From an optimization exercise on the open Yosys and OpenROAD flow, aimed at small area; shortcuts taken in it are not production practice. At most, simulation tests tie the RTL to the original design; equivalence was not proved. The clock port is modelled as an ideal driver; clocking choices that lean on that would not hold on a real chip. No activity file was given, so power comes from the tool's default toggle rates.

## alu_datamem_top
module alu_datamem_top(input clk,	 
        input logic reset,
        input logic RegWrite,
        input logic [15:0] alu_input2_instr_src,
        input logic ALUSrc1, ALUSrc2,
        input logic [3:0] ALUOp,
        input logic MemToReg,
        input logic [2:0] regfile_ReadAddress1,	 
        input logic [2:0] regfile_ReadAddress2,	 
        input logic [2:0] regfile_WriteAddress,	 
        input logic [15:0] DataMemOut,
		output logic ovf_ctrl,
		output logic take_branch,
        output logic [15:0] alu_output,          
        output logic [15:0] regfile_WriteData,
        output logic [15:0] regfile_ReadData1,
        output logic [15:0] regfile_ReadData2,   
        output logic [15:0] alu_input1,
        output logic [15:0] alu_input2
    );
For scale: ~600 cells after synthesis, about 150 I/O pins.
==> flow/config.mk <==
export PLATFORM = sky130hd
export DESIGN_NAME = alu_datamem_top
export DESIGN_NICKNAME = alu_datamem_top
export VERILOG_FILES = /design/flow/design.v
export SDC_FILE = /design/flow/constraint.sdc
export NUM_CORES = 4
export LEC_CHECK = 0
export CAP_MARGIN = 5
export CORE_MARGIN = 2
export CORE_UTILIZATION = 60
export GPL_TIMING_DRIVEN = 0
export SETUP_SLACK_MARGIN = 0.1
export SLEW_MARGIN = 5
export SYNTH_HIERARCHICAL = 1
export SYNTH_MINIMUM_KEEP_SIZE = 0
==> flow/constraint.sdc <==
create_clock -name core_clock -period 10.0 [get_ports {clk}]
set_input_delay 2.0000 -clock core_clock [delete_from_list [all_inputs] [get_ports {clk}]]
set_output_delay 2.0000 -clock core_clock [all_outputs]
set_load 0.01 [all_outputs]
standard.sh (not shown) runs the stock make flow with config.mk's settings and CLKGATE_MAP_FILE= SYNTH_SCRIPT=/design/flow/synth_recipe.tcl, a recipe that flattens the netlist after the stock synthesis.
==> flow/flow/run.sh <==
#!/bin/bash
# Standard ORFS flow, with these changes to how the layout is made:
#  - before floorplan, combinational cells are set to their smallest drive strength
#    (downsize.tcl); the flow's repair steps size up what timing and loads need;
#  - port buffers are the smallest buffer cell;
#  - clock tree synthesis without dummy balancing loads, and clock buffers whose
#    flip-flop clock pins see a high slew are sized up (clkfix.tcl).
set -uo pipefail
F=$PWD/flow
bash standard.sh PRE_FLOORPLAN_TCL=$F/downsize.tcl POST_CTS_TCL=$F/clkfix.tcl \
  "BUFFER_PORTS_ARGS=-buffer_cell sky130_fd_sc_hd__buf_1" \
  "CTS_ARGS=-sink_clustering_enable -repair_clock_nets -buf_list sky130_fd_sc_hd__clkbuf_4 -dont_use_dummy_load" \
  finish > make_finish.log 2>&1
Other scripts of this flow, unchanged in this note and not shown: flow/flow/clkfix.tcl, flow/flow/downsize.tcl
Next try:
Settings changed: CORE_UTILIZATION 60 to 50.
After rerunning:
- worst hold slack loses 0.016 ns
- global-route usage decreases by 6.0 points
- cell area increases by 0.49%
- maximum frequency decreases by 2.4%
- die area increases by 19%
- setup slack loses 0.22 ns
- flip-flop and latch count does not change
- total power increases by 1.0%
- clock skew increases by 0.0034 ns
- core utilization decreases by 12 points

* * *

== job 101 ==
Another version of the RTL of alu_datamem_top (not shown whole).
Size in the first run: about 150 I/O pins.
clock: 10.0 ns
lec_check: 0
cap_margin: 5
core_margin: 2
core_utilization: 50
gpl_timing_driven: 0
setup_slack_margin: 0.1
slew_margin: 5
synth_hierarchical: 1
synth_minimum_keep_size: 0
==> flow/flow/run.sh <==
#!/bin/bash
# Standard ORFS flow, with these changes to how the layout is made:
#  - before floorplan, combinational cells are set to their smallest drive strength
#    (downsize.tcl); the flow's repair steps size up what timing and loads need;
#  - port buffers are the smallest buffer cell;
#  - clock tree synthesis without dummy balancing loads; then each clock buffer gets
#    the smallest size that keeps the clock-pin slew it drives low (clkfix.tcl).
set -uo pipefail
F=$PWD/flow
bash standard.sh PRE_FLOORPLAN_TCL=$F/downsize.tcl POST_CTS_TCL=$F/clkfix.tcl \
  "BUFFER_PORTS_ARGS=-buffer_cell sky130_fd_sc_hd__buf_1" \
  "CTS_ARGS=-sink_clustering_enable -repair_clock_nets -buf_list sky130_fd_sc_hd__clkbuf_2 -dont_use_dummy_load" \
  finish > make_finish.log 2>&1
==> flow/flow/clkfix.tcl <==
set nfix 0
foreach inst [get_cells *] {
  set ref [get_property $inst ref_name]
  if { ![regexp {clkbuf_(\d+)$} $ref -> drv] } { continue }
  set opin [get_pins -of_objects $inst -filter "direction == output"]
  set sinks [get_pins -of_objects [get_nets -of_objects $opin] -filter "direction == input"]
  foreach size {2 4 8 16} {
    replace_cell $inst sky130_fd_sc_hd__clkbuf_$size
    estimate_parasitics -placement
    set worst 0
    foreach p $sinks {
      set s [get_property $p slew_max]
      if { $s > $worst } { set worst $s }
    }
    if { $worst <= 0.10 } { break }
  }
  if { $size != $drv } { incr nfix }
}
puts "clkfix: resized $nfix clock buffers"
if { $nfix > 0 } {
  detailed_placement
  check_placement -verbose
}
Other scripts of this flow, unchanged in this note and not shown: flow/flow/downsize.tcl
[inputs] job 102 vs job 101
==> flow/flow/run.sh <==
#!/bin/bash
# Standard ORFS flow, with these changes to how the layout is made:
#  - before floorplan, combinational cells are set to their smallest drive strength
#    (downsize.tcl); the flow's repair steps size up what timing and loads need;
#  - port buffers are the smallest buffer cell;
#  - clock tree synthesis without dummy balancing loads, and clock buffers whose
#    flip-flop clock pins see a high slew are sized up (clkfix.tcl).
set -uo pipefail
F=$PWD/flow
bash standard.sh PRE_FLOORPLAN_TCL=$F/downsize.tcl POST_CTS_TCL=$F/clkfix.tcl \
  "BUFFER_PORTS_ARGS=-buffer_cell sky130_fd_sc_hd__buf_1" \
  "CTS_ARGS=-sink_clustering_enable -repair_clock_nets -buf_list sky130_fd_sc_hd__clkbuf_4 -dont_use_dummy_load" \
  finish > make_finish.log 2>&1
==> flow/flow/clkfix.tcl <==
estimate_parasitics -placement
set nfix 0
foreach inst [get_cells *] {
  set ref [get_property $inst ref_name]
  if { ![regexp {clkbuf_(\d+)$} $ref -> drv] } { continue }
  set opin [get_pins -of_objects $inst -filter "direction == output"]
  set worst 0
  foreach p [get_pins -of_objects [get_nets -of_objects $opin] -filter "direction == input"] {
    set s [get_property $p slew_max]
    if { $s > $worst } { set worst $s }
  }
  if { $worst > 0.10 } {
    set next [expr { $drv < 8 ? 8 : 16 }]
    if { $next != $drv } {
      replace_cell $inst sky130_fd_sc_hd__clkbuf_$next
      incr nfix
    }
  }
}
puts "clkfix: resized $nfix clock buffers"
if { $nfix > 0 } {
  detailed_placement
  check_placement -verbose
}
[summary]
From job 101 to job 102 the numbers moved as follows: multi-input gate share of total cell area neither gained nor lost much; total power consumption of the routed design lost about 0.56%; internal cell power lost 0.84%; achievable frequency neither gained nor lost much. Job 102 falls short of job 101 in final critical delay including setup and external delays. For job 102, the beginning of the critical path was regfile_ReadAddress1[0], unlike job 101, where it was regfile_ReadAddress2[2]. When job 102 is set beside job 101, its critical path depth turns out to be 2 smaller. Diff job 101 and job 102: met3 wirelength from detailed routing higher in job 101.

* * *

alu_datamem_top, a different RTL version from the one above (not shown whole).
Settings: LEC_CHECK=0, CAP_MARGIN=20, CORE_MARGIN=2, CORE_UTILIZATION=40, CTS_BUF_LIST=sky130_fd_sc_hd__clkbuf_4, SLEW_MARGIN=20, SYNTH_HIERARCHICAL=1, SYNTH_MINIMUM_KEEP_SIZE=0; clock period 10.0 ns.
==> flow/flow/run.sh <==
#!/bin/bash
# Standard ORFS flow, with two changes to how the layout is made:
#  - before floorplan, combinational cells are set to their smallest drive strength
#    (downsize.tcl); the flow's repair steps size up what timing and loads need;
#  - port buffers are the smallest buffer cell.
set -uo pipefail
F=$PWD/flow
bash standard.sh PRE_FLOORPLAN_TCL=$F/downsize.tcl \
  "BUFFER_PORTS_ARGS=-buffer_cell sky130_fd_sc_hd__buf_1" finish > make_finish.log 2>&1
==> flow/flow/downsize.tcl <==
# Before floorplan: put every combinational cell at the smallest drive strength of its
# function (the repair steps later size up whatever timing, slew or load needs).
set n 0
foreach inst [get_cells *] {
  set ref [get_property $inst ref_name]
  if { ![regexp {^(sky130_fd_sc_hd__[a-z0-9]+)_([0-9]+)$} $ref -> base drive] } { continue }
  set lc [get_lib_cells $ref]
  if { [get_property $lc is_sequential] } { continue }
  set best $ref
  set best_area [get_property $lc area]
  set best_drive $drive
  foreach cand [get_lib_cells ${base}_*] {
    set cname [get_property $cand name]
    if { ![regexp {^sky130_fd_sc_hd__[a-z0-9]+_([0-9]+)$} $cname -> cdrive] } { continue }
    if { [get_property $cand dont_use] } { continue }
    set a [get_property $cand area]
    if { $a < $best_area - 1e-6 || ($a < $best_area + 1e-6 && $cdrive > $best_drive && $a <= [get_property $lc area]) } {
      set best $cname
      set best_area $a
      set best_drive $cdrive
    }
  }
  if { $best ne $ref } {
    replace_cell $inst $best
    incr n
  }
}
puts "downsize: replaced $n cells"
The baseline aborted during floorplan.
Next try:
--- a/flow/flow/downsize.tcl
+++ b/flow/flow/downsize.tcl
@@ -6,0 +7 @@
+  if { [regexp {__(s?e?s?df|s?dl|conb|tap|fill|decap|diode)} $ref] } { continue }
@@ -8 +8,0 @@
-  if { [get_property $lc is_sequential] } { continue }
Effect:
- The new run completed with no timing, DRC or antenna violations
Next try:
==> flow/run.sh (new file) <==
#!/bin/bash
# synth_recipe.tcl (not shown) runs the flow's synth.tcl, then flattens the netlist and writes it again
# the make line also repeats each setting of config.mk as NAME=value (left out here)
make -C /OpenROAD-flow-scripts/flow DESIGN_CONFIG=/design/flow/config.mk WORK_HOME=/design/flow/orfs CLKGATE_MAP_FILE= SYNTH_SCRIPT=/design/flow/synth_recipe.tcl finish
removed: flow/flow/run.sh
removed: flow/flow/downsize.tcl
removed: flow/standard.sh
Outcome: Count of clock-buffer cells in the layout rises by 1. Utilization rises by 5.2 points. Wire length rises by 7.3%. Synthesized cell count does not change. Worst setup slack loses 160 ps. Power rises by 14%.
Next try:
==> flow/flow/run.sh (new file) <==
#!/bin/bash
# Standard ORFS flow, with these changes to how the layout is made:
#  - before floorplan, combinational cells are set to their smallest drive strength
#    (downsize.tcl); the flow's repair steps size up what timing and loads need;
#  - port buffers are the smallest buffer cell;
#  - clock tree synthesis without dummy balancing loads.
set -uo pipefail
F=$PWD/flow
bash standard.sh PRE_FLOORPLAN_TCL=$F/downsize.tcl \
  "BUFFER_PORTS_ARGS=-buffer_cell sky130_fd_sc_hd__buf_1" \
  "CTS_ARGS=-sink_clustering_enable -repair_clock_nets -buf_list sky130_fd_sc_hd__clkbuf_4 -dont_use_dummy_load" \
  finish > make_finish.log 2>&1
==> flow/flow/downsize.tcl (new file) <==
# Before floorplan: put every combinational cell at the smallest drive strength of its
# function (the repair steps later size up whatever timing, slew or load needs).
set n 0
foreach inst [get_cells *] {
  set ref [get_property $inst ref_name]
  if { ![regexp {^(sky130_fd_sc_hd__[a-z0-9]+)_([0-9]+)$} $ref -> base drive] } { continue }
  if { [regexp {__(s?e?s?df|s?dl|conb|tap|fill|decap|diode)} $ref] } { continue }
  set lc [get_lib_cells $ref]
  set best $ref
  set best_area [get_property $lc area]
  set best_drive $drive
  foreach cand [get_lib_cells ${base}_*] {
    set cname [get_property $cand name]
    if { ![regexp {^sky130_fd_sc_hd__[a-z0-9]+_([0-9]+)$} $cname -> cdrive] } { continue }
    if { [get_property $cand dont_use] } { continue }
    set a [get_property $cand area]
    if { $a < $best_area - 1e-6 || ($a < $best_area + 1e-6 && $cdrive > $best_drive && $a <= [get_property $lc area]) } {
      set best $cname
      set best_area $a
      set best_drive $cdrive
    }
  }
  if { $best ne $ref } {
    replace_cell $inst $best
    incr n
  }
}
puts "downsize: replaced $n cells"
==> flow/standard.sh (new file) <==
#!/bin/bash
# synth_recipe.tcl (not shown) runs the flow's synth.tcl, then flattens the netlist and writes it again
# the make line also repeats each setting of config.mk as NAME=value (left out here)
make -C /OpenROAD-flow-scripts/flow DESIGN_CONFIG=/design/flow/config.mk WORK_HOME=/design/flow/orfs CLKGATE_MAP_FILE= SYNTH_SCRIPT=/design/flow/synth_recipe.tcl "${@:-finish}"
--- a/flow/config.mk
+++ b/flow/config.mk
@@ -10,2 +10,2 @@
-export CORE_UTILIZATION = 40
-export CTS_BUF_LIST = sky130_fd_sc_hd__clkbuf_4
+export CORE_UTILIZATION = 60
+export GPL_TIMING_DRIVEN = 0
removed: flow/run.sh
- register-to-register slack got worse by 650 ps
- cell area is lower by about a fifth
- sequential cell count is unchanged
- utilization is higher by 18 points
- setup slack improved by 81 ps
- count of clock-buffer cells in the layout is lower by 1
- sequential share of layout area is higher by 7.5 points
- power is lower by about a fifth
- maximum frequency is higher slightly
- routed wire length is lower by roughly a tenth
No run of this note included a check of the RTL's function; only the layout flow was run.

==> afterwards: timing with drivers on the ports <==
The flow's constraints put no driver on any port. The routed layouts listed below were extracted and timed again, unchanged, in two steps.
Step 1: set_driving_cell puts a clkbuf_16 on clk and a buf_2 on each other input, an assumption about the parent block.
Step 2 adds t to the input delays and takes it off the output delays; t is the mean of the earliest and latest rising clock arrival at the registers after step 1. Input paths then give back, and output paths get back, about the clock's delay inside the block.
a / b / c = ideal / step 1 / step 2; a / b = the first two.
run | t, ns | setup WS [ns] | worst register clock-pin slew, ns | cell pins on the clock port's net
the first run of note 1 | 0.447 | 0.691 / 0.666 / 0.666 | 0.10 / 0.10 | 1
the second run of note 1 | 0.449 | 0.467 / 0.446 / 0.446 | 0.10 / 0.10 | 1
job 101 | 0.374 | 0.445 / 0.419 / 0.419 | 0.10 / 0.10 | 1
job 102 | 0.426 | 0.417 / 0.392 / 0.392 | 0.10 / 0.10 | 1
the second run of note 3 | 0.551 | 0.457 / 0.422 / 0.422 | 0.12 / 0.12 | 1
the third run of note 3 | 0.561 | 0.295 / 0.270 / 0.270 | 0.12 / 0.12 | 1
the fourth run of note 3 | 0.543 | 0.376 / 0.352 / 0.352 | 0.11 / 0.11 | 1
After both steps every run listed still meets setup and hold. The setup slack of the second run of note 3, which loses most, moves by -0.035 ns with the drivers and by -0.035 ns with both steps.
